This design comes from an exercise in tuning for small area on the open sky130 flow, not from production work.
In this exercise RTL edits were held to simulation tests only and were not proved equivalent to the original.
Power and IR drop assume default switching activity.

$ cat flow/design.v
module PrefixCarry (
    input  [31:0] g,
    input  [31:0] p,
    input         cin,
    output [32:0] c
);
    logic [31:0] G [0:5];
    logic [31:0] P [0:5];
    always_comb begin
        G[0] = g;
        P[0] = p;
        G[0][0] = g[0] | (p[0] & cin);
        for (int l = 0; l < 5; l++) begin
            G[l+1] = G[l];
            P[l+1] = P[l];
            for (int i = 0; i < 32; i++)
                if ((i % (2 << l)) == (2 << l) - 1) begin
                    G[l+1][i] = G[l][i] | (P[l][i] & G[l][i - (1 << l)]);
                    P[l+1][i] = P[l][i] & P[l][i - (1 << l)];
                end
        end
    end
    logic [31:0] D [0:4];
    always_comb begin
        D[4] = G[5];
        for (int l = 3; l >= 0; l--) begin
            D[l] = D[l+1];
            for (int i = 0; i < 32; i++)
                if ((i % (2 << l)) == (1 << l) - 1 && i >= (2 << l))
                    D[l][i] = D[l+1][i] | (P[l][i] & D[l+1][i - (1 << l)]);
        end
    end
    assign c = {D[0], cin};
endmodule
module ShiftCore (
    input  [31:0] bq,
    input  [31:0] bb,
    input         sel,
    input  [4:0]  r,
    input         wrap,
    input         asr,
    input  [31:0] keep,
    output [31:0] yn
);
    wire [31:0] b = sel ? bq : bb;
    wire fill = asr & b[31];
    logic [31:0] s [0:5];
    assign s[0] = b;
    genvar k, i;
    generate for (k = 0; k < 5; k++) begin : st
        for (i = 0; i < 32; i++) begin : bt
            if (i + (1 << k) < 32) begin : in_range
                assign s[k+1][i] = r[k] ? s[k][i + (1 << k)] : s[k][i];
            end else begin : wrapped
                assign s[k+1][i] = r[k] ? (wrap ? s[k][i + (1 << k) - 32] : fill) : s[k][i];
            end
        end
    end endgenerate
    assign yn = ~(s[5] & keep);
endmodule
module ALU (
    input [31:0] aBus,
    input [31:0] barrelOutput,
    input clk,
    input [3:0] aluOp,
    input updateFlags,
    input carryFlag, zeroFlag, overflowFlag, negativeFlag,
    output newCarryFlag, newZeroFlag, newOverflowFlag, newNegativeFlag,
    output [31:0] aluBus
);
    logic [3:0] op;
    always_ff @(posedge clk) op <= aluOp;
    function automatic logic member(input logic [3:0] v, input logic [15:0] set);
        member = set[v];
    endfunction
    wire [3:0] k;
    assign k[0] = member(op, 16'b1000_0100_1100_1100);   
    assign k[1] = member(op, 16'b0011_1010_0011_0010);   
    assign k[2] = member(op, 16'b1101_1010_0011_0010);   
    assign k[3] = member(op, 16'b0011_0101_1100_1101);   
    wire arith  = member(op, 16'b0000_1100_1111_1100);
    wire invA   = member(op, 16'b0000_0000_1000_1000);   
    wire cinOne = member(op, 16'b0000_0100_0000_1100);   
    wire useC   = member(op, 16'b0000_0000_1110_0000);   
    wire gA  = arith & ~invA;
    wire gNA = arith & invA;
    wire cin = cinOne | (useC & carryFlag);
    logic [31:0] p, g;
    always_comb begin
        for (int i = 0; i < 32; i++) begin
            p[i] = k[{aBus[i], barrelOutput[i]}];
            g[i] = ~p[i] & (aBus[i] ? gA : gNA);
        end
    end
    wire [32:0] c;
    PrefixCarry pc (.g(g), .p(p), .cin(cin), .c(c));
    wire [31:0] res = p ^ c[31:0];
    assign aluBus = res;
    assign newCarryFlag    = updateFlags ? c[32] : carryFlag;
    assign newOverflowFlag = updateFlags ? (c[32] ^ c[31]) : overflowFlag;
    assign newZeroFlag     = updateFlags ? (res == 32'd0) : zeroFlag;
    assign newNegativeFlag = updateFlags ? res[31] : negativeFlag;
endmodule
module BarrelShifter(
    input clk,
    input [31:0] b_bus,
    input [1:0] shift_type,
    input [4:0] shift_amount_imm,
    input [7:0] shift_amount_reg,
    input reg_shift,
    output logic [31:0] alu_input
);
    logic [31:0] b_q;
    logic [1:0]  t_q;
    logic [4:0]  n_q;
    logic        big_q;
    wire reg_big = |shift_amount_reg[7:5];
    always_ff @(posedge clk) begin
        b_q   <= b_bus;
        t_q   <= shift_type;
        n_q   <= shift_amount_reg[4:0] | {5{reg_big & (shift_type == 2'b10)}};
        big_q <= reg_big & ~shift_type[1];
    end
    wire [1:0]  t    = reg_shift ? t_q : shift_type;
    wire [4:0]  n    = reg_shift ? n_q : shift_amount_imm;
    wire        zero = reg_shift & big_q;
    wire left = (t == 2'b00);
    wire wrap = (t == 2'b11) | left;    
    wire asr  = (t == 2'b10);
    wire [4:0] r = left ? (5'd0 - n) : n;
    logic [7:0] LT, EQ;
    logic [3:0] LE;
    always_comb begin
        for (int h = 0; h < 8; h++) begin
            LT[h] = ~zero & (~left | (n[4:2] < h));
            EQ[h] = ~zero & left & (n[4:2] == h);
        end
        for (int l = 0; l < 4; l++)
            LE[l] = (n[1:0] <= l);
    end
    logic [31:0] keep;
    always_comb
        for (int i = 0; i < 32; i++)
            keep[i] = LT[i/4] | EQ[i/4] & LE[i%4];
    wire [31:0] yn;
    ShiftCore core (
        .bq(b_q), .bb(b_bus), .sel(reg_shift), .r(r),
        .wrap(wrap), .asr(asr), .keep(keep), .yn(yn)
    );
    assign alu_input = ~yn;
endmodule
module BranchHandler (
    input overflow_flag,
    input carry_flag,
    input zero_flag,
    input negative_flag,
    input[3:0] op_condition_flag,
    output logic should_branch
);
    logic base;
    wire nv = negative_flag ~^ overflow_flag;
    always_comb begin
        case (op_condition_flag[3:1])
            3'd0: base = zero_flag;
            3'd1: base = carry_flag;
            3'd2: base = negative_flag;
            3'd3: base = overflow_flag;
            3'd4: base = carry_flag & ~zero_flag;
            3'd5: base = nv;
            3'd6: base = ~zero_flag & nv;
            default: base = 1'b1;
        endcase
    end
    assign should_branch = base ^ op_condition_flag[0];
endmodule
module ARM7Execute (
    input         clk,
    input  [31:0] a_bus,
    input  [31:0] b_bus,
    input  [1:0]  shift_type,
    input  [4:0]  shift_amount_imm,
    input  [7:0]  shift_amount_reg,
    input         reg_shift,
    input  [3:0]  alu_op,
    input         update_flags,
    input         carry_flag,
    input         zero_flag,
    input         overflow_flag,
    input         negative_flag,
    input  [3:0]  cond,
    output [31:0] alu_bus,
    output        new_carry_flag,
    output        new_zero_flag,
    output        new_overflow_flag,
    output        new_negative_flag,
    output        cond_pass
);
    wire [31:0] shifter_out;
    BarrelShifter barrelShifter (
        .clk(clk),
        .b_bus(b_bus),
        .shift_type(shift_type),
        .shift_amount_imm(shift_amount_imm),
        .shift_amount_reg(shift_amount_reg),
        .reg_shift(reg_shift),
        .alu_input(shifter_out)
    );
    ALU alu (
        .aBus(a_bus),
        .barrelOutput(shifter_out),
        .clk(clk),
        .aluOp(alu_op),
        .updateFlags(update_flags),
        .carryFlag(carry_flag),
        .zeroFlag(zero_flag),
        .overflowFlag(overflow_flag),
        .negativeFlag(negative_flag),
        .newCarryFlag(new_carry_flag),
        .newZeroFlag(new_zero_flag),
        .newOverflowFlag(new_overflow_flag),
        .newNegativeFlag(new_negative_flag),
        .aluBus(alu_bus)
    );
    BranchHandler branchHandler (
        .overflow_flag(overflow_flag),
        .carry_flag(carry_flag),
        .zero_flag(zero_flag),
        .negative_flag(negative_flag),
        .op_condition_flag(cond),
        .should_branch(cond_pass)
    );
endmodule
$ cat flow/flow/run.sh
#!/bin/bash
# Standard ORFS layout with these changes:
# - the design's ShiftCore module is replaced by flow/ShiftCore_mapped.v, the
#   same function already mapped to sky130hd cells (written by
#   gen/gen_shiftcore.py); synthesis keeps those cells as they are;
# - synthesis maps the rest with ABC's area mapper (flow/abc_area.script)
#   and skips Yosys's full-adder extraction;
# - the port buffers are the library's smallest buffer (buf_1).
# Every other step is the standard one.
set -euo pipefail
W=$PWD
mkdir -p "$W/orfs_scripts"
cp -r "$FLOW_HOME/scripts/." "$W/orfs_scripts/"
cp "$W/flow/abc_area.script" "$W/orfs_scripts/abc_area.script"
awk '/^module ShiftCore/{skip=1} !skip{print} /^endmodule/{skip=0}' "$W/design.v" > "$W/design_mapped.v"
cat "$W/flow/ShiftCore_mapped.v" >> "$W/design_mapped.v"
grep -c "sky130_fd_sc_hd__" "$W/design_mapped.v" > "$W/mapped_cells.txt"
bash standard.sh VERILOG_FILES="$W/design_mapped.v" SCRIPTS_DIR="$W/orfs_scripts" ABC_AREA=1 ADDER_MAP_FILE= synth > "$W/synth.log" 2>&1
bash standard.sh VERILOG_FILES="$W/design_mapped.v" "BUFFER_PORTS_ARGS=-buffer_cell sky130_fd_sc_hd__buf_1" > "$W/layout.log" 2>&1
$ cat flow/flow/ShiftCore_mapped.v
module ShiftCore (
  input  [31:0] bq,
  input  [31:0] bb,
  input         sel,
  input  [4:0]  r,
  input         wrap,
  input         asr,
  input  [31:0] keep,
  output [31:0] yn
);
  wire seln;
  wire [4:0] rn;
  wire [31:0] x0;
  wire fill;
  wire wfi;
  wire wft;
  wire [31:0] x1;
  wire w0_31;
  wire [31:0] x2;
  wire w1_30;
  wire w1_31;
  wire [31:0] x3;
  wire w2_28;
  wire w2_29;
  wire w2_30;
  wire w2_31;
  wire [31:0] x4;
  wire w3_24;
  wire w3_25;
  wire w3_26;
  wire w3_27;
  wire w3_28;
  wire w3_29;
  wire w3_30;
  wire w3_31;
  wire [31:0] x5;
  wire w4_16;
  wire w4_17;
  wire w4_18;
  wire w4_19;
  wire w4_20;
  wire w4_21;
  wire w4_22;
  wire w4_23;
  wire w4_24;
  wire w4_25;
  wire w4_26;
  wire w4_27;
  wire w4_28;
  wire w4_29;
  wire w4_30;
  wire w4_31;
  sky130_fd_sc_hd__clkinv_1 u_seln (.A(sel), .Y(seln));
  sky130_fd_sc_hd__clkinv_1 u_rn0 (.A(r[0]), .Y(rn[0]));
  sky130_fd_sc_hd__clkinv_1 u_rn1 (.A(r[1]), .Y(rn[1]));
  sky130_fd_sc_hd__clkinv_1 u_rn2 (.A(r[2]), .Y(rn[2]));
  sky130_fd_sc_hd__clkinv_1 u_rn3 (.A(r[3]), .Y(rn[3]));
  sky130_fd_sc_hd__clkinv_1 u_rn4 (.A(r[4]), .Y(rn[4]));
  sky130_fd_sc_hd__o22ai_1 u_s0_0 (.A1(bb[0]), .A2(sel), .B1(bq[0]), .B2(seln), .Y(x0[0]));
  sky130_fd_sc_hd__o22ai_1 u_s0_1 (.A1(bb[1]), .A2(sel), .B1(bq[1]), .B2(seln), .Y(x0[1]));
  sky130_fd_sc_hd__o22ai_1 u_s0_2 (.A1(bb[2]), .A2(sel), .B1(bq[2]), .B2(seln), .Y(x0[2]));
  sky130_fd_sc_hd__o22ai_1 u_s0_3 (.A1(bb[3]), .A2(sel), .B1(bq[3]), .B2(seln), .Y(x0[3]));
  sky130_fd_sc_hd__o22ai_1 u_s0_4 (.A1(bb[4]), .A2(sel), .B1(bq[4]), .B2(seln), .Y(x0[4]));
  sky130_fd_sc_hd__o22ai_1 u_s0_5 (.A1(bb[5]), .A2(sel), .B1(bq[5]), .B2(seln), .Y(x0[5]));
  sky130_fd_sc_hd__o22ai_1 u_s0_6 (.A1(bb[6]), .A2(sel), .B1(bq[6]), .B2(seln), .Y(x0[6]));
  sky130_fd_sc_hd__o22ai_1 u_s0_7 (.A1(bb[7]), .A2(sel), .B1(bq[7]), .B2(seln), .Y(x0[7]));
  sky130_fd_sc_hd__o22ai_1 u_s0_8 (.A1(bb[8]), .A2(sel), .B1(bq[8]), .B2(seln), .Y(x0[8]));
  sky130_fd_sc_hd__o22ai_1 u_s0_9 (.A1(bb[9]), .A2(sel), .B1(bq[9]), .B2(seln), .Y(x0[9]));
  sky130_fd_sc_hd__o22ai_1 u_s0_10 (.A1(bb[10]), .A2(sel), .B1(bq[10]), .B2(seln), .Y(x0[10]));
  sky130_fd_sc_hd__o22ai_1 u_s0_11 (.A1(bb[11]), .A2(sel), .B1(bq[11]), .B2(seln), .Y(x0[11]));
  sky130_fd_sc_hd__o22ai_1 u_s0_12 (.A1(bb[12]), .A2(sel), .B1(bq[12]), .B2(seln), .Y(x0[12]));
  sky130_fd_sc_hd__o22ai_1 u_s0_13 (.A1(bb[13]), .A2(sel), .B1(bq[13]), .B2(seln), .Y(x0[13]));
  sky130_fd_sc_hd__o22ai_1 u_s0_14 (.A1(bb[14]), .A2(sel), .B1(bq[14]), .B2(seln), .Y(x0[14]));
  sky130_fd_sc_hd__o22ai_1 u_s0_15 (.A1(bb[15]), .A2(sel), .B1(bq[15]), .B2(seln), .Y(x0[15]));
  sky130_fd_sc_hd__o22ai_1 u_s0_16 (.A1(bb[16]), .A2(sel), .B1(bq[16]), .B2(seln), .Y(x0[16]));
  sky130_fd_sc_hd__o22ai_1 u_s0_17 (.A1(bb[17]), .A2(sel), .B1(bq[17]), .B2(seln), .Y(x0[17]));
  sky130_fd_sc_hd__o22ai_1 u_s0_18 (.A1(bb[18]), .A2(sel), .B1(bq[18]), .B2(seln), .Y(x0[18]));
  sky130_fd_sc_hd__o22ai_1 u_s0_19 (.A1(bb[19]), .A2(sel), .B1(bq[19]), .B2(seln), .Y(x0[19]));
  sky130_fd_sc_hd__o22ai_1 u_s0_20 (.A1(bb[20]), .A2(sel), .B1(bq[20]), .B2(seln), .Y(x0[20]));
  sky130_fd_sc_hd__o22ai_1 u_s0_21 (.A1(bb[21]), .A2(sel), .B1(bq[21]), .B2(seln), .Y(x0[21]));
  sky130_fd_sc_hd__o22ai_1 u_s0_22 (.A1(bb[22]), .A2(sel), .B1(bq[22]), .B2(seln), .Y(x0[22]));
  sky130_fd_sc_hd__o22ai_1 u_s0_23 (.A1(bb[23]), .A2(sel), .B1(bq[23]), .B2(seln), .Y(x0[23]));
  sky130_fd_sc_hd__o22ai_1 u_s0_24 (.A1(bb[24]), .A2(sel), .B1(bq[24]), .B2(seln), .Y(x0[24]));
  sky130_fd_sc_hd__o22ai_1 u_s0_25 (.A1(bb[25]), .A2(sel), .B1(bq[25]), .B2(seln), .Y(x0[25]));
  sky130_fd_sc_hd__o22ai_1 u_s0_26 (.A1(bb[26]), .A2(sel), .B1(bq[26]), .B2(seln), .Y(x0[26]));
  sky130_fd_sc_hd__o22ai_1 u_s0_27 (.A1(bb[27]), .A2(sel), .B1(bq[27]), .B2(seln), .Y(x0[27]));
  sky130_fd_sc_hd__o22ai_1 u_s0_28 (.A1(bb[28]), .A2(sel), .B1(bq[28]), .B2(seln), .Y(x0[28]));
  sky130_fd_sc_hd__o22ai_1 u_s0_29 (.A1(bb[29]), .A2(sel), .B1(bq[29]), .B2(seln), .Y(x0[29]));
  sky130_fd_sc_hd__o22ai_1 u_s0_30 (.A1(bb[30]), .A2(sel), .B1(bq[30]), .B2(seln), .Y(x0[30]));
  sky130_fd_sc_hd__o22ai_1 u_s0_31 (.A1(bb[31]), .A2(sel), .B1(bq[31]), .B2(seln), .Y(x0[31]));
  sky130_fd_sc_hd__nor2b_1 u_fill (.A(x0[31]), .B_N(asr), .Y(fill));
  sky130_fd_sc_hd__nor2_1 u_wfi (.A(wrap), .B(fill), .Y(wfi));
  sky130_fd_sc_hd__nor2b_1 u_wft (.A(wrap), .B_N(fill), .Y(wft));
  sky130_fd_sc_hd__o22ai_1 u_r0_0 (.A1(x0[0]), .A2(r[0]), .B1(x0[1]), .B2(rn[0]), .Y(x1[0]));
  sky130_fd_sc_hd__o22ai_1 u_r0_1 (.A1(x0[1]), .A2(r[0]), .B1(x0[2]), .B2(rn[0]), .Y(x1[1]));
  sky130_fd_sc_hd__o22ai_1 u_r0_2 (.A1(x0[2]), .A2(r[0]), .B1(x0[3]), .B2(rn[0]), .Y(x1[2]));
  sky130_fd_sc_hd__o22ai_1 u_r0_3 (.A1(x0[3]), .A2(r[0]), .B1(x0[4]), .B2(rn[0]), .Y(x1[3]));
  sky130_fd_sc_hd__o22ai_1 u_r0_4 (.A1(x0[4]), .A2(r[0]), .B1(x0[5]), .B2(rn[0]), .Y(x1[4]));
  sky130_fd_sc_hd__o22ai_1 u_r0_5 (.A1(x0[5]), .A2(r[0]), .B1(x0[6]), .B2(rn[0]), .Y(x1[5]));
  sky130_fd_sc_hd__o22ai_1 u_r0_6 (.A1(x0[6]), .A2(r[0]), .B1(x0[7]), .B2(rn[0]), .Y(x1[6]));
  sky130_fd_sc_hd__o22ai_1 u_r0_7 (.A1(x0[7]), .A2(r[0]), .B1(x0[8]), .B2(rn[0]), .Y(x1[7]));
  sky130_fd_sc_hd__o22ai_1 u_r0_8 (.A1(x0[8]), .A2(r[0]), .B1(x0[9]), .B2(rn[0]), .Y(x1[8]));
  sky130_fd_sc_hd__o22ai_1 u_r0_9 (.A1(x0[9]), .A2(r[0]), .B1(x0[10]), .B2(rn[0]), .Y(x1[9]));
  sky130_fd_sc_hd__o22ai_1 u_r0_10 (.A1(x0[10]), .A2(r[0]), .B1(x0[11]), .B2(rn[0]), .Y(x1[10]));
  sky130_fd_sc_hd__o22ai_1 u_r0_11 (.A1(x0[11]), .A2(r[0]), .B1(x0[12]), .B2(rn[0]), .Y(x1[11]));
  sky130_fd_sc_hd__o22ai_1 u_r0_12 (.A1(x0[12]), .A2(r[0]), .B1(x0[13]), .B2(rn[0]), .Y(x1[12]));
  sky130_fd_sc_hd__o22ai_1 u_r0_13 (.A1(x0[13]), .A2(r[0]), .B1(x0[14]), .B2(rn[0]), .Y(x1[13]));
  sky130_fd_sc_hd__o22ai_1 u_r0_14 (.A1(x0[14]), .A2(r[0]), .B1(x0[15]), .B2(rn[0]), .Y(x1[14]));
  sky130_fd_sc_hd__o22ai_1 u_r0_15 (.A1(x0[15]), .A2(r[0]), .B1(x0[16]), .B2(rn[0]), .Y(x1[15]));
  sky130_fd_sc_hd__o22ai_1 u_r0_16 (.A1(x0[16]), .A2(r[0]), .B1(x0[17]), .B2(rn[0]), .Y(x1[16]));
  sky130_fd_sc_hd__o22ai_1 u_r0_17 (.A1(x0[17]), .A2(r[0]), .B1(x0[18]), .B2(rn[0]), .Y(x1[17]));
  sky130_fd_sc_hd__o22ai_1 u_r0_18 (.A1(x0[18]), .A2(r[0]), .B1(x0[19]), .B2(rn[0]), .Y(x1[18]));
  sky130_fd_sc_hd__o22ai_1 u_r0_19 (.A1(x0[19]), .A2(r[0]), .B1(x0[20]), .B2(rn[0]), .Y(x1[19]));
  sky130_fd_sc_hd__o22ai_1 u_r0_20 (.A1(x0[20]), .A2(r[0]), .B1(x0[21]), .B2(rn[0]), .Y(x1[20]));
  sky130_fd_sc_hd__o22ai_1 u_r0_21 (.A1(x0[21]), .A2(r[0]), .B1(x0[22]), .B2(rn[0]), .Y(x1[21]));
  sky130_fd_sc_hd__o22ai_1 u_r0_22 (.A1(x0[22]), .A2(r[0]), .B1(x0[23]), .B2(rn[0]), .Y(x1[22]));
  sky130_fd_sc_hd__o22ai_1 u_r0_23 (.A1(x0[23]), .A2(r[0]), .B1(x0[24]), .B2(rn[0]), .Y(x1[23]));
  sky130_fd_sc_hd__o22ai_1 u_r0_24 (.A1(x0[24]), .A2(r[0]), .B1(x0[25]), .B2(rn[0]), .Y(x1[24]));
  sky130_fd_sc_hd__o22ai_1 u_r0_25 (.A1(x0[25]), .A2(r[0]), .B1(x0[26]), .B2(rn[0]), .Y(x1[25]));
  sky130_fd_sc_hd__o22ai_1 u_r0_26 (.A1(x0[26]), .A2(r[0]), .B1(x0[27]), .B2(rn[0]), .Y(x1[26]));
  sky130_fd_sc_hd__o22ai_1 u_r0_27 (.A1(x0[27]), .A2(r[0]), .B1(x0[28]), .B2(rn[0]), .Y(x1[27]));
  sky130_fd_sc_hd__o22ai_1 u_r0_28 (.A1(x0[28]), .A2(r[0]), .B1(x0[29]), .B2(rn[0]), .Y(x1[28]));
  sky130_fd_sc_hd__o22ai_1 u_r0_29 (.A1(x0[29]), .A2(r[0]), .B1(x0[30]), .B2(rn[0]), .Y(x1[29]));
  sky130_fd_sc_hd__o22ai_1 u_r0_30 (.A1(x0[30]), .A2(r[0]), .B1(x0[31]), .B2(rn[0]), .Y(x1[30]));
  sky130_fd_sc_hd__a21o_1 u_w0_31 (.A1(wrap), .A2(x0[0]), .B1(wfi), .X(w0_31));
  sky130_fd_sc_hd__o22ai_1 u_r0_31 (.A1(x0[31]), .A2(r[0]), .B1(w0_31), .B2(rn[0]), .Y(x1[31]));
  sky130_fd_sc_hd__o22ai_1 u_r1_0 (.A1(x1[0]), .A2(r[1]), .B1(x1[2]), .B2(rn[1]), .Y(x2[0]));
  sky130_fd_sc_hd__o22ai_1 u_r1_1 (.A1(x1[1]), .A2(r[1]), .B1(x1[3]), .B2(rn[1]), .Y(x2[1]));
  sky130_fd_sc_hd__o22ai_1 u_r1_2 (.A1(x1[2]), .A2(r[1]), .B1(x1[4]), .B2(rn[1]), .Y(x2[2]));
  sky130_fd_sc_hd__o22ai_1 u_r1_3 (.A1(x1[3]), .A2(r[1]), .B1(x1[5]), .B2(rn[1]), .Y(x2[3]));
  sky130_fd_sc_hd__o22ai_1 u_r1_4 (.A1(x1[4]), .A2(r[1]), .B1(x1[6]), .B2(rn[1]), .Y(x2[4]));
  sky130_fd_sc_hd__o22ai_1 u_r1_5 (.A1(x1[5]), .A2(r[1]), .B1(x1[7]), .B2(rn[1]), .Y(x2[5]));
  sky130_fd_sc_hd__o22ai_1 u_r1_6 (.A1(x1[6]), .A2(r[1]), .B1(x1[8]), .B2(rn[1]), .Y(x2[6]));
  sky130_fd_sc_hd__o22ai_1 u_r1_7 (.A1(x1[7]), .A2(r[1]), .B1(x1[9]), .B2(rn[1]), .Y(x2[7]));
  sky130_fd_sc_hd__o22ai_1 u_r1_8 (.A1(x1[8]), .A2(r[1]), .B1(x1[10]), .B2(rn[1]), .Y(x2[8]));
  sky130_fd_sc_hd__o22ai_1 u_r1_9 (.A1(x1[9]), .A2(r[1]), .B1(x1[11]), .B2(rn[1]), .Y(x2[9]));
  sky130_fd_sc_hd__o22ai_1 u_r1_10 (.A1(x1[10]), .A2(r[1]), .B1(x1[12]), .B2(rn[1]), .Y(x2[10]));
  sky130_fd_sc_hd__o22ai_1 u_r1_11 (.A1(x1[11]), .A2(r[1]), .B1(x1[13]), .B2(rn[1]), .Y(x2[11]));
  sky130_fd_sc_hd__o22ai_1 u_r1_12 (.A1(x1[12]), .A2(r[1]), .B1(x1[14]), .B2(rn[1]), .Y(x2[12]));
  sky130_fd_sc_hd__o22ai_1 u_r1_13 (.A1(x1[13]), .A2(r[1]), .B1(x1[15]), .B2(rn[1]), .Y(x2[13]));
  sky130_fd_sc_hd__o22ai_1 u_r1_14 (.A1(x1[14]), .A2(r[1]), .B1(x1[16]), .B2(rn[1]), .Y(x2[14]));
  sky130_fd_sc_hd__o22ai_1 u_r1_15 (.A1(x1[15]), .A2(r[1]), .B1(x1[17]), .B2(rn[1]), .Y(x2[15]));
  sky130_fd_sc_hd__o22ai_1 u_r1_16 (.A1(x1[16]), .A2(r[1]), .B1(x1[18]), .B2(rn[1]), .Y(x2[16]));
  sky130_fd_sc_hd__o22ai_1 u_r1_17 (.A1(x1[17]), .A2(r[1]), .B1(x1[19]), .B2(rn[1]), .Y(x2[17]));
  sky130_fd_sc_hd__o22ai_1 u_r1_18 (.A1(x1[18]), .A2(r[1]), .B1(x1[20]), .B2(rn[1]), .Y(x2[18]));
  sky130_fd_sc_hd__o22ai_1 u_r1_19 (.A1(x1[19]), .A2(r[1]), .B1(x1[21]), .B2(rn[1]), .Y(x2[19]));
  sky130_fd_sc_hd__o22ai_1 u_r1_20 (.A1(x1[20]), .A2(r[1]), .B1(x1[22]), .B2(rn[1]), .Y(x2[20]));
  sky130_fd_sc_hd__o22ai_1 u_r1_21 (.A1(x1[21]), .A2(r[1]), .B1(x1[23]), .B2(rn[1]), .Y(x2[21]));
  sky130_fd_sc_hd__o22ai_1 u_r1_22 (.A1(x1[22]), .A2(r[1]), .B1(x1[24]), .B2(rn[1]), .Y(x2[22]));
  sky130_fd_sc_hd__o22ai_1 u_r1_23 (.A1(x1[23]), .A2(r[1]), .B1(x1[25]), .B2(rn[1]), .Y(x2[23]));
  sky130_fd_sc_hd__o22ai_1 u_r1_24 (.A1(x1[24]), .A2(r[1]), .B1(x1[26]), .B2(rn[1]), .Y(x2[24]));
  sky130_fd_sc_hd__o22ai_1 u_r1_25 (.A1(x1[25]), .A2(r[1]), .B1(x1[27]), .B2(rn[1]), .Y(x2[25]));
  sky130_fd_sc_hd__o22ai_1 u_r1_26 (.A1(x1[26]), .A2(r[1]), .B1(x1[28]), .B2(rn[1]), .Y(x2[26]));
  sky130_fd_sc_hd__o22ai_1 u_r1_27 (.A1(x1[27]), .A2(r[1]), .B1(x1[29]), .B2(rn[1]), .Y(x2[27]));
  sky130_fd_sc_hd__o22ai_1 u_r1_28 (.A1(x1[28]), .A2(r[1]), .B1(x1[30]), .B2(rn[1]), .Y(x2[28]));
  sky130_fd_sc_hd__o22ai_1 u_r1_29 (.A1(x1[29]), .A2(r[1]), .B1(x1[31]), .B2(rn[1]), .Y(x2[29]));
  sky130_fd_sc_hd__a21o_1 u_w1_30 (.A1(wrap), .A2(x1[0]), .B1(wft), .X(w1_30));
  sky130_fd_sc_hd__o22ai_1 u_r1_30 (.A1(x1[30]), .A2(r[1]), .B1(w1_30), .B2(rn[1]), .Y(x2[30]));
  sky130_fd_sc_hd__a21o_1 u_w1_31 (.A1(wrap), .A2(x1[1]), .B1(wft), .X(w1_31));
  sky130_fd_sc_hd__o22ai_1 u_r1_31 (.A1(x1[31]), .A2(r[1]), .B1(w1_31), .B2(rn[1]), .Y(x2[31]));
  sky130_fd_sc_hd__o22ai_1 u_r2_0 (.A1(x2[0]), .A2(r[2]), .B1(x2[4]), .B2(rn[2]), .Y(x3[0]));
  sky130_fd_sc_hd__o22ai_1 u_r2_1 (.A1(x2[1]), .A2(r[2]), .B1(x2[5]), .B2(rn[2]), .Y(x3[1]));
  sky130_fd_sc_hd__o22ai_1 u_r2_2 (.A1(x2[2]), .A2(r[2]), .B1(x2[6]), .B2(rn[2]), .Y(x3[2]));
  sky130_fd_sc_hd__o22ai_1 u_r2_3 (.A1(x2[3]), .A2(r[2]), .B1(x2[7]), .B2(rn[2]), .Y(x3[3]));
  sky130_fd_sc_hd__o22ai_1 u_r2_4 (.A1(x2[4]), .A2(r[2]), .B1(x2[8]), .B2(rn[2]), .Y(x3[4]));
  sky130_fd_sc_hd__o22ai_1 u_r2_5 (.A1(x2[5]), .A2(r[2]), .B1(x2[9]), .B2(rn[2]), .Y(x3[5]));
  sky130_fd_sc_hd__o22ai_1 u_r2_6 (.A1(x2[6]), .A2(r[2]), .B1(x2[10]), .B2(rn[2]), .Y(x3[6]));
  sky130_fd_sc_hd__o22ai_1 u_r2_7 (.A1(x2[7]), .A2(r[2]), .B1(x2[11]), .B2(rn[2]), .Y(x3[7]));
  sky130_fd_sc_hd__o22ai_1 u_r2_8 (.A1(x2[8]), .A2(r[2]), .B1(x2[12]), .B2(rn[2]), .Y(x3[8]));
  sky130_fd_sc_hd__o22ai_1 u_r2_9 (.A1(x2[9]), .A2(r[2]), .B1(x2[13]), .B2(rn[2]), .Y(x3[9]));
  sky130_fd_sc_hd__o22ai_1 u_r2_10 (.A1(x2[10]), .A2(r[2]), .B1(x2[14]), .B2(rn[2]), .Y(x3[10]));
  sky130_fd_sc_hd__o22ai_1 u_r2_11 (.A1(x2[11]), .A2(r[2]), .B1(x2[15]), .B2(rn[2]), .Y(x3[11]));
  sky130_fd_sc_hd__o22ai_1 u_r2_12 (.A1(x2[12]), .A2(r[2]), .B1(x2[16]), .B2(rn[2]), .Y(x3[12]));
  sky130_fd_sc_hd__o22ai_1 u_r2_13 (.A1(x2[13]), .A2(r[2]), .B1(x2[17]), .B2(rn[2]), .Y(x3[13]));
  sky130_fd_sc_hd__o22ai_1 u_r2_14 (.A1(x2[14]), .A2(r[2]), .B1(x2[18]), .B2(rn[2]), .Y(x3[14]));
  sky130_fd_sc_hd__o22ai_1 u_r2_15 (.A1(x2[15]), .A2(r[2]), .B1(x2[19]), .B2(rn[2]), .Y(x3[15]));
  sky130_fd_sc_hd__o22ai_1 u_r2_16 (.A1(x2[16]), .A2(r[2]), .B1(x2[20]), .B2(rn[2]), .Y(x3[16]));
  sky130_fd_sc_hd__o22ai_1 u_r2_17 (.A1(x2[17]), .A2(r[2]), .B1(x2[21]), .B2(rn[2]), .Y(x3[17]));
  sky130_fd_sc_hd__o22ai_1 u_r2_18 (.A1(x2[18]), .A2(r[2]), .B1(x2[22]), .B2(rn[2]), .Y(x3[18]));
  sky130_fd_sc_hd__o22ai_1 u_r2_19 (.A1(x2[19]), .A2(r[2]), .B1(x2[23]), .B2(rn[2]), .Y(x3[19]));
  sky130_fd_sc_hd__o22ai_1 u_r2_20 (.A1(x2[20]), .A2(r[2]), .B1(x2[24]), .B2(rn[2]), .Y(x3[20]));
  sky130_fd_sc_hd__o22ai_1 u_r2_21 (.A1(x2[21]), .A2(r[2]), .B1(x2[25]), .B2(rn[2]), .Y(x3[21]));
  sky130_fd_sc_hd__o22ai_1 u_r2_22 (.A1(x2[22]), .A2(r[2]), .B1(x2[26]), .B2(rn[2]), .Y(x3[22]));
  sky130_fd_sc_hd__o22ai_1 u_r2_23 (.A1(x2[23]), .A2(r[2]), .B1(x2[27]), .B2(rn[2]), .Y(x3[23]));
  sky130_fd_sc_hd__o22ai_1 u_r2_24 (.A1(x2[24]), .A2(r[2]), .B1(x2[28]), .B2(rn[2]), .Y(x3[24]));
  sky130_fd_sc_hd__o22ai_1 u_r2_25 (.A1(x2[25]), .A2(r[2]), .B1(x2[29]), .B2(rn[2]), .Y(x3[25]));
  sky130_fd_sc_hd__o22ai_1 u_r2_26 (.A1(x2[26]), .A2(r[2]), .B1(x2[30]), .B2(rn[2]), .Y(x3[26]));
  sky130_fd_sc_hd__o22ai_1 u_r2_27 (.A1(x2[27]), .A2(r[2]), .B1(x2[31]), .B2(rn[2]), .Y(x3[27]));
  sky130_fd_sc_hd__a21o_1 u_w2_28 (.A1(wrap), .A2(x2[0]), .B1(wfi), .X(w2_28));
  sky130_fd_sc_hd__o22ai_1 u_r2_28 (.A1(x2[28]), .A2(r[2]), .B1(w2_28), .B2(rn[2]), .Y(x3[28]));
  sky130_fd_sc_hd__a21o_1 u_w2_29 (.A1(wrap), .A2(x2[1]), .B1(wfi), .X(w2_29));
  sky130_fd_sc_hd__o22ai_1 u_r2_29 (.A1(x2[29]), .A2(r[2]), .B1(w2_29), .B2(rn[2]), .Y(x3[29]));
  sky130_fd_sc_hd__a21o_1 u_w2_30 (.A1(wrap), .A2(x2[2]), .B1(wfi), .X(w2_30));
  sky130_fd_sc_hd__o22ai_1 u_r2_30 (.A1(x2[30]), .A2(r[2]), .B1(w2_30), .B2(rn[2]), .Y(x3[30]));
  sky130_fd_sc_hd__a21o_1 u_w2_31 (.A1(wrap), .A2(x2[3]), .B1(wfi), .X(w2_31));
  sky130_fd_sc_hd__o22ai_1 u_r2_31 (.A1(x2[31]), .A2(r[2]), .B1(w2_31), .B2(rn[2]), .Y(x3[31]));
  sky130_fd_sc_hd__o22ai_1 u_r3_0 (.A1(x3[0]), .A2(r[3]), .B1(x3[8]), .B2(rn[3]), .Y(x4[0]));
  sky130_fd_sc_hd__o22ai_1 u_r3_1 (.A1(x3[1]), .A2(r[3]), .B1(x3[9]), .B2(rn[3]), .Y(x4[1]));
  sky130_fd_sc_hd__o22ai_1 u_r3_2 (.A1(x3[2]), .A2(r[3]), .B1(x3[10]), .B2(rn[3]), .Y(x4[2]));
  sky130_fd_sc_hd__o22ai_1 u_r3_3 (.A1(x3[3]), .A2(r[3]), .B1(x3[11]), .B2(rn[3]), .Y(x4[3]));
  sky130_fd_sc_hd__o22ai_1 u_r3_4 (.A1(x3[4]), .A2(r[3]), .B1(x3[12]), .B2(rn[3]), .Y(x4[4]));
  sky130_fd_sc_hd__o22ai_1 u_r3_5 (.A1(x3[5]), .A2(r[3]), .B1(x3[13]), .B2(rn[3]), .Y(x4[5]));
  sky130_fd_sc_hd__o22ai_1 u_r3_6 (.A1(x3[6]), .A2(r[3]), .B1(x3[14]), .B2(rn[3]), .Y(x4[6]));
  sky130_fd_sc_hd__o22ai_1 u_r3_7 (.A1(x3[7]), .A2(r[3]), .B1(x3[15]), .B2(rn[3]), .Y(x4[7]));
  sky130_fd_sc_hd__o22ai_1 u_r3_8 (.A1(x3[8]), .A2(r[3]), .B1(x3[16]), .B2(rn[3]), .Y(x4[8]));
  sky130_fd_sc_hd__o22ai_1 u_r3_9 (.A1(x3[9]), .A2(r[3]), .B1(x3[17]), .B2(rn[3]), .Y(x4[9]));
  sky130_fd_sc_hd__o22ai_1 u_r3_10 (.A1(x3[10]), .A2(r[3]), .B1(x3[18]), .B2(rn[3]), .Y(x4[10]));
  sky130_fd_sc_hd__o22ai_1 u_r3_11 (.A1(x3[11]), .A2(r[3]), .B1(x3[19]), .B2(rn[3]), .Y(x4[11]));
  sky130_fd_sc_hd__o22ai_1 u_r3_12 (.A1(x3[12]), .A2(r[3]), .B1(x3[20]), .B2(rn[3]), .Y(x4[12]));
  sky130_fd_sc_hd__o22ai_1 u_r3_13 (.A1(x3[13]), .A2(r[3]), .B1(x3[21]), .B2(rn[3]), .Y(x4[13]));
  sky130_fd_sc_hd__o22ai_1 u_r3_14 (.A1(x3[14]), .A2(r[3]), .B1(x3[22]), .B2(rn[3]), .Y(x4[14]));
  sky130_fd_sc_hd__o22ai_1 u_r3_15 (.A1(x3[15]), .A2(r[3]), .B1(x3[23]), .B2(rn[3]), .Y(x4[15]));
  sky130_fd_sc_hd__o22ai_1 u_r3_16 (.A1(x3[16]), .A2(r[3]), .B1(x3[24]), .B2(rn[3]), .Y(x4[16]));
  sky130_fd_sc_hd__o22ai_1 u_r3_17 (.A1(x3[17]), .A2(r[3]), .B1(x3[25]), .B2(rn[3]), .Y(x4[17]));
  sky130_fd_sc_hd__o22ai_1 u_r3_18 (.A1(x3[18]), .A2(r[3]), .B1(x3[26]), .B2(rn[3]), .Y(x4[18]));
  sky130_fd_sc_hd__o22ai_1 u_r3_19 (.A1(x3[19]), .A2(r[3]), .B1(x3[27]), .B2(rn[3]), .Y(x4[19]));
  sky130_fd_sc_hd__o22ai_1 u_r3_20 (.A1(x3[20]), .A2(r[3]), .B1(x3[28]), .B2(rn[3]), .Y(x4[20]));
  sky130_fd_sc_hd__o22ai_1 u_r3_21 (.A1(x3[21]), .A2(r[3]), .B1(x3[29]), .B2(rn[3]), .Y(x4[21]));
  sky130_fd_sc_hd__o22ai_1 u_r3_22 (.A1(x3[22]), .A2(r[3]), .B1(x3[30]), .B2(rn[3]), .Y(x4[22]));
  sky130_fd_sc_hd__o22ai_1 u_r3_23 (.A1(x3[23]), .A2(r[3]), .B1(x3[31]), .B2(rn[3]), .Y(x4[23]));
  sky130_fd_sc_hd__a21o_1 u_w3_24 (.A1(wrap), .A2(x3[0]), .B1(wft), .X(w3_24));
  sky130_fd_sc_hd__o22ai_1 u_r3_24 (.A1(x3[24]), .A2(r[3]), .B1(w3_24), .B2(rn[3]), .Y(x4[24]));
  sky130_fd_sc_hd__a21o_1 u_w3_25 (.A1(wrap), .A2(x3[1]), .B1(wft), .X(w3_25));
  sky130_fd_sc_hd__o22ai_1 u_r3_25 (.A1(x3[25]), .A2(r[3]), .B1(w3_25), .B2(rn[3]), .Y(x4[25]));
  sky130_fd_sc_hd__a21o_1 u_w3_26 (.A1(wrap), .A2(x3[2]), .B1(wft), .X(w3_26));
  sky130_fd_sc_hd__o22ai_1 u_r3_26 (.A1(x3[26]), .A2(r[3]), .B1(w3_26), .B2(rn[3]), .Y(x4[26]));
  sky130_fd_sc_hd__a21o_1 u_w3_27 (.A1(wrap), .A2(x3[3]), .B1(wft), .X(w3_27));
  sky130_fd_sc_hd__o22ai_1 u_r3_27 (.A1(x3[27]), .A2(r[3]), .B1(w3_27), .B2(rn[3]), .Y(x4[27]));
  sky130_fd_sc_hd__a21o_1 u_w3_28 (.A1(wrap), .A2(x3[4]), .B1(wft), .X(w3_28));
  sky130_fd_sc_hd__o22ai_1 u_r3_28 (.A1(x3[28]), .A2(r[3]), .B1(w3_28), .B2(rn[3]), .Y(x4[28]));
  sky130_fd_sc_hd__a21o_1 u_w3_29 (.A1(wrap), .A2(x3[5]), .B1(wft), .X(w3_29));
  sky130_fd_sc_hd__o22ai_1 u_r3_29 (.A1(x3[29]), .A2(r[3]), .B1(w3_29), .B2(rn[3]), .Y(x4[29]));
  sky130_fd_sc_hd__a21o_1 u_w3_30 (.A1(wrap), .A2(x3[6]), .B1(wft), .X(w3_30));
  sky130_fd_sc_hd__o22ai_1 u_r3_30 (.A1(x3[30]), .A2(r[3]), .B1(w3_30), .B2(rn[3]), .Y(x4[30]));
  sky130_fd_sc_hd__a21o_1 u_w3_31 (.A1(wrap), .A2(x3[7]), .B1(wft), .X(w3_31));
  sky130_fd_sc_hd__o22ai_1 u_r3_31 (.A1(x3[31]), .A2(r[3]), .B1(w3_31), .B2(rn[3]), .Y(x4[31]));
  sky130_fd_sc_hd__o22ai_1 u_r4_0 (.A1(x4[0]), .A2(r[4]), .B1(x4[16]), .B2(rn[4]), .Y(x5[0]));
  sky130_fd_sc_hd__o22ai_1 u_r4_1 (.A1(x4[1]), .A2(r[4]), .B1(x4[17]), .B2(rn[4]), .Y(x5[1]));
  sky130_fd_sc_hd__o22ai_1 u_r4_2 (.A1(x4[2]), .A2(r[4]), .B1(x4[18]), .B2(rn[4]), .Y(x5[2]));
  sky130_fd_sc_hd__o22ai_1 u_r4_3 (.A1(x4[3]), .A2(r[4]), .B1(x4[19]), .B2(rn[4]), .Y(x5[3]));
  sky130_fd_sc_hd__o22ai_1 u_r4_4 (.A1(x4[4]), .A2(r[4]), .B1(x4[20]), .B2(rn[4]), .Y(x5[4]));
  sky130_fd_sc_hd__o22ai_1 u_r4_5 (.A1(x4[5]), .A2(r[4]), .B1(x4[21]), .B2(rn[4]), .Y(x5[5]));
  sky130_fd_sc_hd__o22ai_1 u_r4_6 (.A1(x4[6]), .A2(r[4]), .B1(x4[22]), .B2(rn[4]), .Y(x5[6]));
  sky130_fd_sc_hd__o22ai_1 u_r4_7 (.A1(x4[7]), .A2(r[4]), .B1(x4[23]), .B2(rn[4]), .Y(x5[7]));
  sky130_fd_sc_hd__o22ai_1 u_r4_8 (.A1(x4[8]), .A2(r[4]), .B1(x4[24]), .B2(rn[4]), .Y(x5[8]));
  sky130_fd_sc_hd__o22ai_1 u_r4_9 (.A1(x4[9]), .A2(r[4]), .B1(x4[25]), .B2(rn[4]), .Y(x5[9]));
  sky130_fd_sc_hd__o22ai_1 u_r4_10 (.A1(x4[10]), .A2(r[4]), .B1(x4[26]), .B2(rn[4]), .Y(x5[10]));
  sky130_fd_sc_hd__o22ai_1 u_r4_11 (.A1(x4[11]), .A2(r[4]), .B1(x4[27]), .B2(rn[4]), .Y(x5[11]));
  sky130_fd_sc_hd__o22ai_1 u_r4_12 (.A1(x4[12]), .A2(r[4]), .B1(x4[28]), .B2(rn[4]), .Y(x5[12]));
  sky130_fd_sc_hd__o22ai_1 u_r4_13 (.A1(x4[13]), .A2(r[4]), .B1(x4[29]), .B2(rn[4]), .Y(x5[13]));
  sky130_fd_sc_hd__o22ai_1 u_r4_14 (.A1(x4[14]), .A2(r[4]), .B1(x4[30]), .B2(rn[4]), .Y(x5[14]));
  sky130_fd_sc_hd__o22ai_1 u_r4_15 (.A1(x4[15]), .A2(r[4]), .B1(x4[31]), .B2(rn[4]), .Y(x5[15]));
  sky130_fd_sc_hd__a21o_1 u_w4_16 (.A1(wrap), .A2(x4[0]), .B1(wfi), .X(w4_16));
  sky130_fd_sc_hd__o22ai_1 u_r4_16 (.A1(x4[16]), .A2(r[4]), .B1(w4_16), .B2(rn[4]), .Y(x5[16]));
  sky130_fd_sc_hd__a21o_1 u_w4_17 (.A1(wrap), .A2(x4[1]), .B1(wfi), .X(w4_17));
  sky130_fd_sc_hd__o22ai_1 u_r4_17 (.A1(x4[17]), .A2(r[4]), .B1(w4_17), .B2(rn[4]), .Y(x5[17]));
  sky130_fd_sc_hd__a21o_1 u_w4_18 (.A1(wrap), .A2(x4[2]), .B1(wfi), .X(w4_18));
  sky130_fd_sc_hd__o22ai_1 u_r4_18 (.A1(x4[18]), .A2(r[4]), .B1(w4_18), .B2(rn[4]), .Y(x5[18]));
  sky130_fd_sc_hd__a21o_1 u_w4_19 (.A1(wrap), .A2(x4[3]), .B1(wfi), .X(w4_19));
  sky130_fd_sc_hd__o22ai_1 u_r4_19 (.A1(x4[19]), .A2(r[4]), .B1(w4_19), .B2(rn[4]), .Y(x5[19]));
  sky130_fd_sc_hd__a21o_1 u_w4_20 (.A1(wrap), .A2(x4[4]), .B1(wfi), .X(w4_20));
  sky130_fd_sc_hd__o22ai_1 u_r4_20 (.A1(x4[20]), .A2(r[4]), .B1(w4_20), .B2(rn[4]), .Y(x5[20]));
  sky130_fd_sc_hd__a21o_1 u_w4_21 (.A1(wrap), .A2(x4[5]), .B1(wfi), .X(w4_21));
  sky130_fd_sc_hd__o22ai_1 u_r4_21 (.A1(x4[21]), .A2(r[4]), .B1(w4_21), .B2(rn[4]), .Y(x5[21]));
  sky130_fd_sc_hd__a21o_1 u_w4_22 (.A1(wrap), .A2(x4[6]), .B1(wfi), .X(w4_22));
  sky130_fd_sc_hd__o22ai_1 u_r4_22 (.A1(x4[22]), .A2(r[4]), .B1(w4_22), .B2(rn[4]), .Y(x5[22]));
  sky130_fd_sc_hd__a21o_1 u_w4_23 (.A1(wrap), .A2(x4[7]), .B1(wfi), .X(w4_23));
  sky130_fd_sc_hd__o22ai_1 u_r4_23 (.A1(x4[23]), .A2(r[4]), .B1(w4_23), .B2(rn[4]), .Y(x5[23]));
  sky130_fd_sc_hd__a21o_1 u_w4_24 (.A1(wrap), .A2(x4[8]), .B1(wfi), .X(w4_24));
  sky130_fd_sc_hd__o22ai_1 u_r4_24 (.A1(x4[24]), .A2(r[4]), .B1(w4_24), .B2(rn[4]), .Y(x5[24]));
  sky130_fd_sc_hd__a21o_1 u_w4_25 (.A1(wrap), .A2(x4[9]), .B1(wfi), .X(w4_25));
  sky130_fd_sc_hd__o22ai_1 u_r4_25 (.A1(x4[25]), .A2(r[4]), .B1(w4_25), .B2(rn[4]), .Y(x5[25]));
  sky130_fd_sc_hd__a21o_1 u_w4_26 (.A1(wrap), .A2(x4[10]), .B1(wfi), .X(w4_26));
  sky130_fd_sc_hd__o22ai_1 u_r4_26 (.A1(x4[26]), .A2(r[4]), .B1(w4_26), .B2(rn[4]), .Y(x5[26]));
  sky130_fd_sc_hd__a21o_1 u_w4_27 (.A1(wrap), .A2(x4[11]), .B1(wfi), .X(w4_27));
  sky130_fd_sc_hd__o22ai_1 u_r4_27 (.A1(x4[27]), .A2(r[4]), .B1(w4_27), .B2(rn[4]), .Y(x5[27]));
  sky130_fd_sc_hd__a21o_1 u_w4_28 (.A1(wrap), .A2(x4[12]), .B1(wfi), .X(w4_28));
  sky130_fd_sc_hd__o22ai_1 u_r4_28 (.A1(x4[28]), .A2(r[4]), .B1(w4_28), .B2(rn[4]), .Y(x5[28]));
  sky130_fd_sc_hd__a21o_1 u_w4_29 (.A1(wrap), .A2(x4[13]), .B1(wfi), .X(w4_29));
  sky130_fd_sc_hd__o22ai_1 u_r4_29 (.A1(x4[29]), .A2(r[4]), .B1(w4_29), .B2(rn[4]), .Y(x5[29]));
  sky130_fd_sc_hd__a21o_1 u_w4_30 (.A1(wrap), .A2(x4[14]), .B1(wfi), .X(w4_30));
  sky130_fd_sc_hd__o22ai_1 u_r4_30 (.A1(x4[30]), .A2(r[4]), .B1(w4_30), .B2(rn[4]), .Y(x5[30]));
  sky130_fd_sc_hd__a21o_1 u_w4_31 (.A1(wrap), .A2(x4[15]), .B1(wfi), .X(w4_31));
  sky130_fd_sc_hd__o22ai_1 u_r4_31 (.A1(x4[31]), .A2(r[4]), .B1(w4_31), .B2(rn[4]), .Y(x5[31]));
  sky130_fd_sc_hd__nand2_1 u_k0 (.A(x5[0]), .B(keep[0]), .Y(yn[0]));
  sky130_fd_sc_hd__nand2_1 u_k1 (.A(x5[1]), .B(keep[1]), .Y(yn[1]));
  sky130_fd_sc_hd__nand2_1 u_k2 (.A(x5[2]), .B(keep[2]), .Y(yn[2]));
  sky130_fd_sc_hd__nand2_1 u_k3 (.A(x5[3]), .B(keep[3]), .Y(yn[3]));
  sky130_fd_sc_hd__nand2_1 u_k4 (.A(x5[4]), .B(keep[4]), .Y(yn[4]));
  sky130_fd_sc_hd__nand2_1 u_k5 (.A(x5[5]), .B(keep[5]), .Y(yn[5]));
  sky130_fd_sc_hd__nand2_1 u_k6 (.A(x5[6]), .B(keep[6]), .Y(yn[6]));
  sky130_fd_sc_hd__nand2_1 u_k7 (.A(x5[7]), .B(keep[7]), .Y(yn[7]));
  sky130_fd_sc_hd__nand2_1 u_k8 (.A(x5[8]), .B(keep[8]), .Y(yn[8]));
  sky130_fd_sc_hd__nand2_1 u_k9 (.A(x5[9]), .B(keep[9]), .Y(yn[9]));
  sky130_fd_sc_hd__nand2_1 u_k10 (.A(x5[10]), .B(keep[10]), .Y(yn[10]));
  sky130_fd_sc_hd__nand2_1 u_k11 (.A(x5[11]), .B(keep[11]), .Y(yn[11]));
  sky130_fd_sc_hd__nand2_1 u_k12 (.A(x5[12]), .B(keep[12]), .Y(yn[12]));
  sky130_fd_sc_hd__nand2_1 u_k13 (.A(x5[13]), .B(keep[13]), .Y(yn[13]));
  sky130_fd_sc_hd__nand2_1 u_k14 (.A(x5[14]), .B(keep[14]), .Y(yn[14]));
  sky130_fd_sc_hd__nand2_1 u_k15 (.A(x5[15]), .B(keep[15]), .Y(yn[15]));
  sky130_fd_sc_hd__nand2_1 u_k16 (.A(x5[16]), .B(keep[16]), .Y(yn[16]));
  sky130_fd_sc_hd__nand2_1 u_k17 (.A(x5[17]), .B(keep[17]), .Y(yn[17]));
  sky130_fd_sc_hd__nand2_1 u_k18 (.A(x5[18]), .B(keep[18]), .Y(yn[18]));
  sky130_fd_sc_hd__nand2_1 u_k19 (.A(x5[19]), .B(keep[19]), .Y(yn[19]));
  sky130_fd_sc_hd__nand2_1 u_k20 (.A(x5[20]), .B(keep[20]), .Y(yn[20]));
  sky130_fd_sc_hd__nand2_1 u_k21 (.A(x5[21]), .B(keep[21]), .Y(yn[21]));
  sky130_fd_sc_hd__nand2_1 u_k22 (.A(x5[22]), .B(keep[22]), .Y(yn[22]));
  sky130_fd_sc_hd__nand2_1 u_k23 (.A(x5[23]), .B(keep[23]), .Y(yn[23]));
  sky130_fd_sc_hd__nand2_1 u_k24 (.A(x5[24]), .B(keep[24]), .Y(yn[24]));
  sky130_fd_sc_hd__nand2_1 u_k25 (.A(x5[25]), .B(keep[25]), .Y(yn[25]));
  sky130_fd_sc_hd__nand2_1 u_k26 (.A(x5[26]), .B(keep[26]), .Y(yn[26]));
  sky130_fd_sc_hd__nand2_1 u_k27 (.A(x5[27]), .B(keep[27]), .Y(yn[27]));
  sky130_fd_sc_hd__nand2_1 u_k28 (.A(x5[28]), .B(keep[28]), .Y(yn[28]));
  sky130_fd_sc_hd__nand2_1 u_k29 (.A(x5[29]), .B(keep[29]), .Y(yn[29]));
  sky130_fd_sc_hd__nand2_1 u_k30 (.A(x5[30]), .B(keep[30]), .Y(yn[30]));
  sky130_fd_sc_hd__nand2_1 u_k31 (.A(x5[31]), .B(keep[31]), .Y(yn[31]));
endmodule
$ cat flow/flow/abc_area.script
strash
dch -f
amap
topo
$ cat flow/standard.sh
#!/bin/bash
# synth_recipe.tcl (not shown) runs the flow's synth.tcl, then flattens the netlist and writes it again
# the make line also repeats each setting of config.mk as NAME=value (left out here)
make -C /OpenROAD-flow-scripts/flow DESIGN_CONFIG=/design/flow/config.mk WORK_HOME=/design/flow/orfs CLKGATE_MAP_FILE= SYNTH_SCRIPT=/design/flow/synth_recipe.tcl "${@:-finish}"
$ cat flow/config.mk
export PLATFORM = sky130hd
export DESIGN_NAME = ARM7Execute
export DESIGN_NICKNAME = ARM7Execute
export VERILOG_FILES = /design/flow/design.v
export SDC_FILE = /design/flow/constraint.sdc
export NUM_CORES = 4
export LEC_CHECK = 0
export ABC_AREA = 1
export CAP_MARGIN = 0
export CORE_MARGIN = 2
export CORE_UTILIZATION = 50
export CTS_BUF_LIST = sky130_fd_sc_hd__clkbuf_8
export SLEW_MARGIN = 0
$ cat flow/constraint.sdc
create_clock -name core_clock -period 13.0 [get_ports {clk}]
set_input_delay 2.6000 -clock core_clock [delete_from_list [all_inputs] [get_ports {clk}]]
set_output_delay 2.6000 -clock core_clock [all_outputs]
set_load 0.01 [all_outputs]
==> out/results.ini, run 1 <==
[sta]
maxSlewHeadroom_pct = 47.8
tns_ps = 0
period_share_pct = 95.0
final-hold-violation-count = 0
tightest_slew_ps = 773
fmax_ghz = 0.0810
setup_viol = 0
finalCriticalPeriod_ps = 12350
slew_violations = 0

[cells_and_area]
area_growth_pct = 20.8
finalNonFillerCells = 1147
final_util_pct = 61.4
drive_gt1_share_pct = 5.74
final_cell_area_mm2 = 0.00625
nFillCells = 1005
nets = 1104
antenna_cells = 0

[route]
via_per_inst = 6.61
drt-total-wl_um = 19900
remaining_drc_errors = 0
vias = 7576
ant_nets = 0
firstDrtPassIters = 5
drtIter0Drc = 855
wl_per_cell_um = 17.4

[logic_synthesis]
syn_area_mm2 = 0.00518
ys_seq_area_share_pct = 17.0
synth-simple-area-share_pct = 17.9
synth_compound_area_share_pct = 57.5
synthCells = 843
synth_fa_ha_area_share_pct = 0
yosys_warnings = 7
syn_nets = 937
synth-xor-area-share_pct = 0
synth_top_area_share_pct = 32.4
ys_types = 35
yosysTopAreaCell = o22ai_1
syn_avg_cell_area_um2 = 6.14
muxShareOfSynthArea_pct = 0
ys_ff_latch = 44
synth_top_family_by_area = compound AO/OA/AOI/OAI gates
netlist_top_cells_area = o22ai_1 32%, dfxtp_1 17%, nor2_1 8.5%, clkinv_1 7.6%, nand2_1 4.9%

[power]
leakagePower_nw = 2.14
vdd_drop_max_mv = 0.0843
power_density_mw_per_mm2 = 126

[critical_path]
path_buf_inv = 12
crit_start = reg_shift
cpLargestDelayFamily = compound AO/OA/AOI/OAI gates
crit_cells = 42
worstSetupEndpoint = new_zero_flag
critPathArrivalTime_ps = 9750
worst_path_largest_cell_delay_ps = 290
endpoint_kind = output pin
crit_slowest_cell = clkinvlp_4
path_common_cell = o22ai_1
crit_required_ps = 10400
cp_max_fo = 14
path_class = in2out
critPathLaunchType = input pin

[clocking]
max-clock-path-buffers = 2
htreeDepth = 2
clkTransAtPathRegs_ps = 70
cts_buffers = 5
cts_tree = built
cts-root-buf = clkbuf_8
clock-sinks = 44
cts_hold_buf = 0

[placement]
place_inst = 1136
dpl-instance-area_mm2 = 0.00607
gp_congestion = 0.971
dpl.hpwl_um = 15400
io_buffers = 130

[global_routing]
grt_pass1_vias = 6654
track_usage_pct = 34.0
grt_pass1_wl_um = 31500
antenna_found_initial = 0
grt_max_degree = 34
overflow = 0

[worst_hold_path]
min_from = alu_op[1]
worstHoldPathType = in2reg
whs_path_depth = 1

[die]
initial_core_util_pct = 50.8
rows = 37
die-area_mm2 = 0.0112
die_x_um = 106
die-height_um = 106
coreArea_mm2 = 0.0102
ioPinCount = 131

[run_status]
status = finished clean

[job]
cap_violations = 0

[synthesized netlist by cell type]
cell / instances
nand2_1: 68
nor4_1: 8
o31a_1: 1
a222oi_1: 2
nor3_1: 7
o311ai_0: 1
a22o_1: 1
o22a_1: 3
nand4_1: 4
nor2_1: 117
or2_0: 6
nor2b_1: 4
a21o_1: 31
a21boi_0: 1
o21ai_0: 41
o221ai_1: 3
o41ai_1: 1
clkinv_1: 105
dfxtp_1: 44
o221a_1: 1
o22ai_1: 268
nor3b_1: 1
a21oi_1: 48
nand3_1: 5
a31oi_1: 27
a221o_1: 1
o21a_1: 6
a221oi_1: 11
o32ai_1: 2
a22oi_1: 13
o21bai_1: 1
o31ai_1: 5
a32oi_1: 1
and2_0: 4
o211ai_1: 1
[through the flow]
stage	hold slack [ps]	power (mW)	setup slack [ps]
finish	2380	0.789	655
global route	2390	0.850	-90.5
CTS	2380	0.770	3.40
detailed placement	2690	0.682	35.7
global placement	2690	0.672	513
floorplan	2630	0.528	109
[metal layers]
metal	vias up	wire (um)	part of all wire, %	global-route usage, %
li1	3699	-	-	-
met1	3429	8660	43	46.3
met2	392	8910	45	55.3
met3	56	1710	8.6	4.21
met4	0	665	3.3	11.9
met5	-	0	0	0
[layout by cell type (no fill, tap or decap), drive strengths merged, types with 2 or more instances in the layout]
cell	instances
a21o	31
a21oi	48
a221oi	11
a222oi	2
a22oi	13
a31oi	27
and2	4
buf	159
clkbuf	7
clkinv	104
clkinvlp	2
dfxtp	44
nand2	68
nand3	5
nand4	4
nor2	117
nor2b	4
nor3	7
nor4	8
o21a	6
o21ai	41
o221ai	3
o22a	3
o22ai	268
o31ai	5
o32ai	2
or2	6
[power by group]
group	switching, mW	internal [mW]	leakage (nW)
Combinational	0.361	0.193	1.71
Clock	0.0470	0.0424	0.0510
Sequential	0.00273	0.142	0.371
[flip-flops by register name, indices dropped and copies added (netlist names)]
signal,count
barrelShifter.t_q,2
barrelShifter.big_q,1
barrelShifter.n_q,5
barrelShifter.b_q,32
alu.op,4
[cell type report]
| type | count | area, um2 | share of cell area, % |
|---|---|---|---|
| multi-input combinational | 694 | 3980 | 63.6 |
| sequential | 44 | 881 | 14.1 |
| timing repair buffer | 160 | 727 | 11.6 |
| inverter | 105 | 403 | 6.44 |
| tap | 136 | 170 | 2.72 |
| clock buffer | 6 | 82.6 | 1.32 |
| clock inverter | 2 | 10.0 | 0.160 |
[logic make-up (layout without fill, tap and decap cells)]
kind of cell | after synthesis | count (layout)
compound gates | 470 | 470
flops | 44 | 44
buf+inv | 105 | 273
simple gates | 224 | 224
[worst min-delay path by stage]
stage / endpoint / slack [ps]
6_report: alu.op[1] / 2380
5_1_grt: alu.op[0] / 2390
4_1_cts: alu.op[1] / 2380
3_5_place_dp: alu.op[1] / 2690
3_3_place_gp: alu.op[0] / 2690
2_1_floorplan: alu.op[0] / 2630
[repair_timing]
item                                   in CTS  in global routing
buffers inserted                            0                  3
gates resized for setup                     0                 19
endpoints found under the hold margin       0                  0
setup endpoints to repair                   0                  4
==> run 2: changes to the inputs <==
==> flow/flow/abc_area.script (replaced) <==
strash
dc2
dch -f
amap
topo
strash
dc2
dch -f
amap
topo
==> run 2 against run 1 <==
  * The run now fails in 5_1_grt
  * Synthesized cell count down 5.1%
  * Synthesized area is 3.6% lower
==> out/results.ini, run 2 <==
[logic_synthesis]
netlist_top_cells_area = o22ai_1 30%, dfxtp_1 18%, clkinv_1 8.8%, nand2_1 8.6%, a21o_1 5.3%
syn_nets = 894  ; -4.6%
syn_area_mm2 = 0.00499  ; -3.6%
ys_ff_latch = 44  ; unchanged
post-synth-top-count-cell = o22ai_1
ys_seq_area_share_pct = 17.7  ; +0.64 points
synth_edf_count = 0  ; unchanged
ys.flop_type = dfxtp_1
synth_commonest_cells = 240 x o22ai_1, 117 x clkinv_1, 114 x nand2_1
yosys_warnings = 7  ; unchanged
yosysTopAreaCell = o22ai_1
ys_types = 29  ; -17%
syn_avg_cell_area_um2 = 6.24  ; +1.6%
synthCells = 800  ; -5.1%
synth_top_area_share_pct = 30.1  ; -2.3 points
synthArstFlopShare_pct = 0  ; unchanged

[die]
die_x_um = 104  ; -1.8%
die-height_um = 104  ; -1.8%
ioPinCount = 131  ; unchanged
initial_core_util_pct = 51.3  ; +0.45 points
rows = 36  ; -2.7%

[clocking]
max-clock-path-buffers = 2  ; unchanged
cts_buffers = 5  ; unchanged
htreeDepth = 2  ; unchanged
clock-sinks = 44  ; unchanged
cts-root-buf = clkbuf_8

[run_status]
firstError = [ERROR GRT-0232] Routing congestion too high. Check the congestion heatmap in the GUI.
failed_stage = 5_1_grt
status = aborted with a tool error

[placement]
dpl.hpwl_um = 16400  ; +6.6%
pre_cts_slack_ps = -1190  ; -1230 ps
gp_congestion = 0.983  ; +1.2%
io_buffers = 130  ; unchanged

[global_routing]
grt_max_degree = 33
overflow = 140
track_usage_pct = 76.7

[sta]
worst_endpoint = new_overflow_flag
endpoint_type = output port

==> run 2: cell types whose count changed after synthesis, sizes merged, moves of 5 or more <==
cell | previous run | this run
a21oi | 48 | 24
a221oi | 11 | 22
a22oi | 13 | 28
a31oi | 27 | 32
clkinv | 105 | 117
nand2 | 68 | 114
nor2 | 117 | 57
nor4 | 8 | 1
o21a | 6 | 1
o22ai | 268 | 240
o31ai | 5 | 0
==> run 2: power groups by stage <==
stage                     clock (mW)  sequential (mW)  combinational, mW
after floorplan                    0            0.148              0.388
after global placement             0            0.148              0.643
after detailed placement           0            0.149              0.667
after CTS                     0.0911            0.146              0.758
==> run 2: cells by family after synthesis <==
family                 count (synthesis)  synth area share (%)
AO/OA/AOI/OAI                        438                  56.9
AND/OR/NAND/NOR                      201                  16.6
buffers and inverters                117                  8.80
flip-flops                            44                  17.7
==> run 2: worst max path at each step <==
stage                     startpoint           endpoint  slack (ps)  cells past startpoint
after CTS                  reg_shift  new_overflow_flag        -660                     64
after detailed placement   reg_shift  new_overflow_flag       -1190                     65
after global placement     reg_shift  new_overflow_flag        -620                     61
after floorplan            reg_shift      new_zero_flag       -1060                     60
==> run 2: per-stage QoR <==
stage	setup TNS (ps)	cells	cell area (um2)	utilization (%)
2_1_floorplan	-6560	800	5280	-
3_3_place_gp	-3580	1236	7310	75.1
3_5_place_dp	-8170	1236	7310	75.1
4_1_cts	-3800	1293	8060	82.8
==> run 2: layer usage <==
metal	overflow	global-route usage, %
met2	85	98.5
met4	50	81.7
met5	0	15.7
met3	1	55.1
met1	4	75.0
==> run 2: what timing repair did <==
item	in CTS
setup endpoints to repair	9
resized for setup	57
cloned	1
hold buffers	0
buffers inserted	48
pin swaps	20
==> run 3: changes to the inputs <==
==> flow/flow/abc_area.script (replaced) <==
strash
dch -f
amap
topo
--- a/flow/config.mk
+++ b/flow/config.mk
@@ -9,5 +9,5 @@
 export CAP_MARGIN = 0
 export CORE_MARGIN = 2
-export CORE_UTILIZATION = 50
+export CORE_UTILIZATION = 40
 export CTS_BUF_LIST = sky130_fd_sc_hd__clkbuf_8
 export SLEW_MARGIN = 0
==> run 3 against run 2 <==
  * Now clean on timing, DRC and antenna
  * Synthesized cell count rose by 5.4%
  * Synthesized area is 3.8% higher
==> out/results.ini, run 3 <==
[logic_synthesis]
ys_ff_latch = 44  ; unchanged
synthArstFlopShare_pct = 0  ; unchanged
syn_area_mm2 = 0.00518  ; +3.8%
syn_avg_cell_area_um2 = 6.14  ; -1.5%
netlist_top_cells_area = o22ai_1 32%, dfxtp_1 17%, nor2_1 8.5%, clkinv_1 7.6%, nand2_1 4.9%
yosys_warnings = 7  ; unchanged
synth_commonest_cells = 268 x o22ai_1, 117 x nor2_1, 105 x clkinv_1
ys_seq_area_share_pct = 17.0  ; -0.64 points
ys_types = 35  ; +21%
synth_top_area_share_pct = 32.4  ; +2.3 points
syn_nets = 937  ; +4.8%
post-synth-top-count-cell = o22ai_1
synthCells = 843  ; +5.4%
yosysTopAreaCell = o22ai_1
ys.flop_type = dfxtp_1
synth_edf_count = 0  ; unchanged

[cells_and_area]
final_cell_area_mm2 = 0.00630
finalNonFillerCells = 1183
nFillCells = 1398
nets = 1104
final_util_pct = 49.9

[route]
dr_wl_met2_um = 7980
vias = 7095
firstDrtPassIters = 6
remaining_drc_errors = 0
via_per_inst = 6.00

[power]
leakagePower_nw = 2.13
internal_power_mw = 0.375
vdd_drop_max_mv = 0.0561
pwr-share-comb_pct = 70.3
power_density_mw_per_mm2 = 123

[die]
die-area_mm2 = 0.0139
coreArea_mm2 = 0.0126
rows = 41  ; +14%
die-height_um = 118  ; +13%
ioPinCount = 131  ; unchanged
initial_core_util_pct = 41.0  ; -10 points
die_x_um = 118  ; +13%

[placement]
dpl-instance-area_mm2 = 0.00611  ; -16%
io_buffers = 130  ; unchanged
dpl.hpwl_um = 14200  ; -14%
gp_congestion = 0.941  ; -4.3%
place_inst = 1170  ; -5.3%

[sta]
finalCriticalPeriod_ps = 12210
maxSlewHeadroom_pct = 37.8
setup_viol = 0
rsz0062_at_grt = false
period_share_pct = 93.9
slew_violations = 0
final-hold-violation-count = 0

[critical_path]
path_class = in2out
endpoint_kind = output pin
crit_start = reg_shift
path_common_cell = o22ai_1
path_buf_inv = 8
critPathArrivalTime_ps = 9610
worstSetupEndpoint = new_zero_flag
cp_max_fo = 16

[clocking]
cts_tree = built
max-clock-path-buffers = 2  ; unchanged
cts-root-buf = clkbuf_8
htreeDepth = 2  ; unchanged
clock-sinks = 44  ; unchanged
cts_buffers = 5  ; unchanged

[global_routing]
overflow = 0
antenna_found_initial = 0
grt_max_degree = 34
track_usage_pct = 25.6

[worst_hold_path]
worstHoldPathType = in2reg

[job]
cap_violations = 0

[run_status]
status = finished clean

==> run 3: cell count changes after synthesis, sizes merged, moves of 12 or more <==
cell,before,now
nor2,57,117
nand2,114,68
o22ai,240,268
a21oi,24,48
a22oi,28,13
clkinv,117,105
==> run 3: logic make-up after synthesis <==
kind of cell           share of synthesized area [%]
flip-flops                                      17.0
AO/OA/AOI/OAI                                   57.5
AND/OR/NAND/NOR                                 17.9
buffers and inverters                           7.61
==> run 3: per-layer routing <==
layer / global-route usage [%] / up-vias
met5: 0 / -
met4: 6.10 / 0
met3: 4.60 / 33
met2: 39.2 / 285
met1: 37.2 / 3081
li1: - / 3696
==> run 3: cell type report <==
cell class | count | area [um2] | share of cell area (%)
clock buffers | 6 | 82.6 | 1.31
multi-input cells | 694 | 3990 | 63.3
well taps | 172 | 215 | 3.42
flip-flops and latches | 44 | 881 | 14.0
clock inverters | 2 | 7.51 | 0.119
repair buffers | 158 | 707 | 11.2
inverters | 105 | 408 | 6.48
repair inverters | 2 | 10.0 | 0.159
==> run 3: through the flow <==
stage	hold slack, ps	power (mW)	setup WS [ps]
after floorplan	2630	0.528	109
after global placement	2700	0.674	406
after detailed placement	2690	0.674	128
after CTS	2380	0.759	92.8
after global routing	2380	0.845	6.82
final	2390	0.775	789
==> run 3: power by group through the flow <==
stage                     Clock, mW  Combinational, mW  Sequential [mW]
final                        0.0856              0.545            0.145
after global routing         0.0939              0.606            0.145
after CTS                    0.0869              0.528            0.144
after detailed placement          0              0.526            0.148
after global placement            0              0.526            0.148
after floorplan                   0              0.380            0.148
==> run 3: timing repair <==
action,4_1_cts,5_1_grt
resized for setup,0,21
setup buffers,0,3
endpoints found under the setup margin,0,4
hold buffers,0,0
==> run 3: worst min-delay path by stage <==
stage,start,to,slack (ps),cells past startpoint
6_report,alu_op[0],alu.op[0],2390,1
4_1_cts,alu_op[0],alu.op[0],2380,1
3_5_place_dp,alu_op[2],alu.op[2],2690,1
3_3_place_gp,alu_op[1],alu.op[1],2700,1
5_1_grt,alu_op[0],alu.op[0],2380,1
2_1_floorplan,alu_op[0],alu.op[0],2630,0

[what the ideal ports hide]
No port has a modelled driver above. Below, the same layouts with a new extraction and two added sets of constraints. Step 1 assumes that a clkbuf_16 drives the clock port and a buf_2 every other input. Step 2, shift: input delay + t, output delay - t, t = (earliest + latest rising clock arrival at the registers) / 2. This alone moves slack from input paths to output paths. a / b / c = no drivers / after step 1 / after step 2; a / b = the first two.
| run | t (ns) | slack for setup (ns) |
|---|---|---|
| run 1 | 0.333 | 0.655 / 0.616 / 0.616 |
| run 3 | 0.334 | 0.789 / 0.754 / 0.754 |
After both steps setup and hold are still met in every run listed.
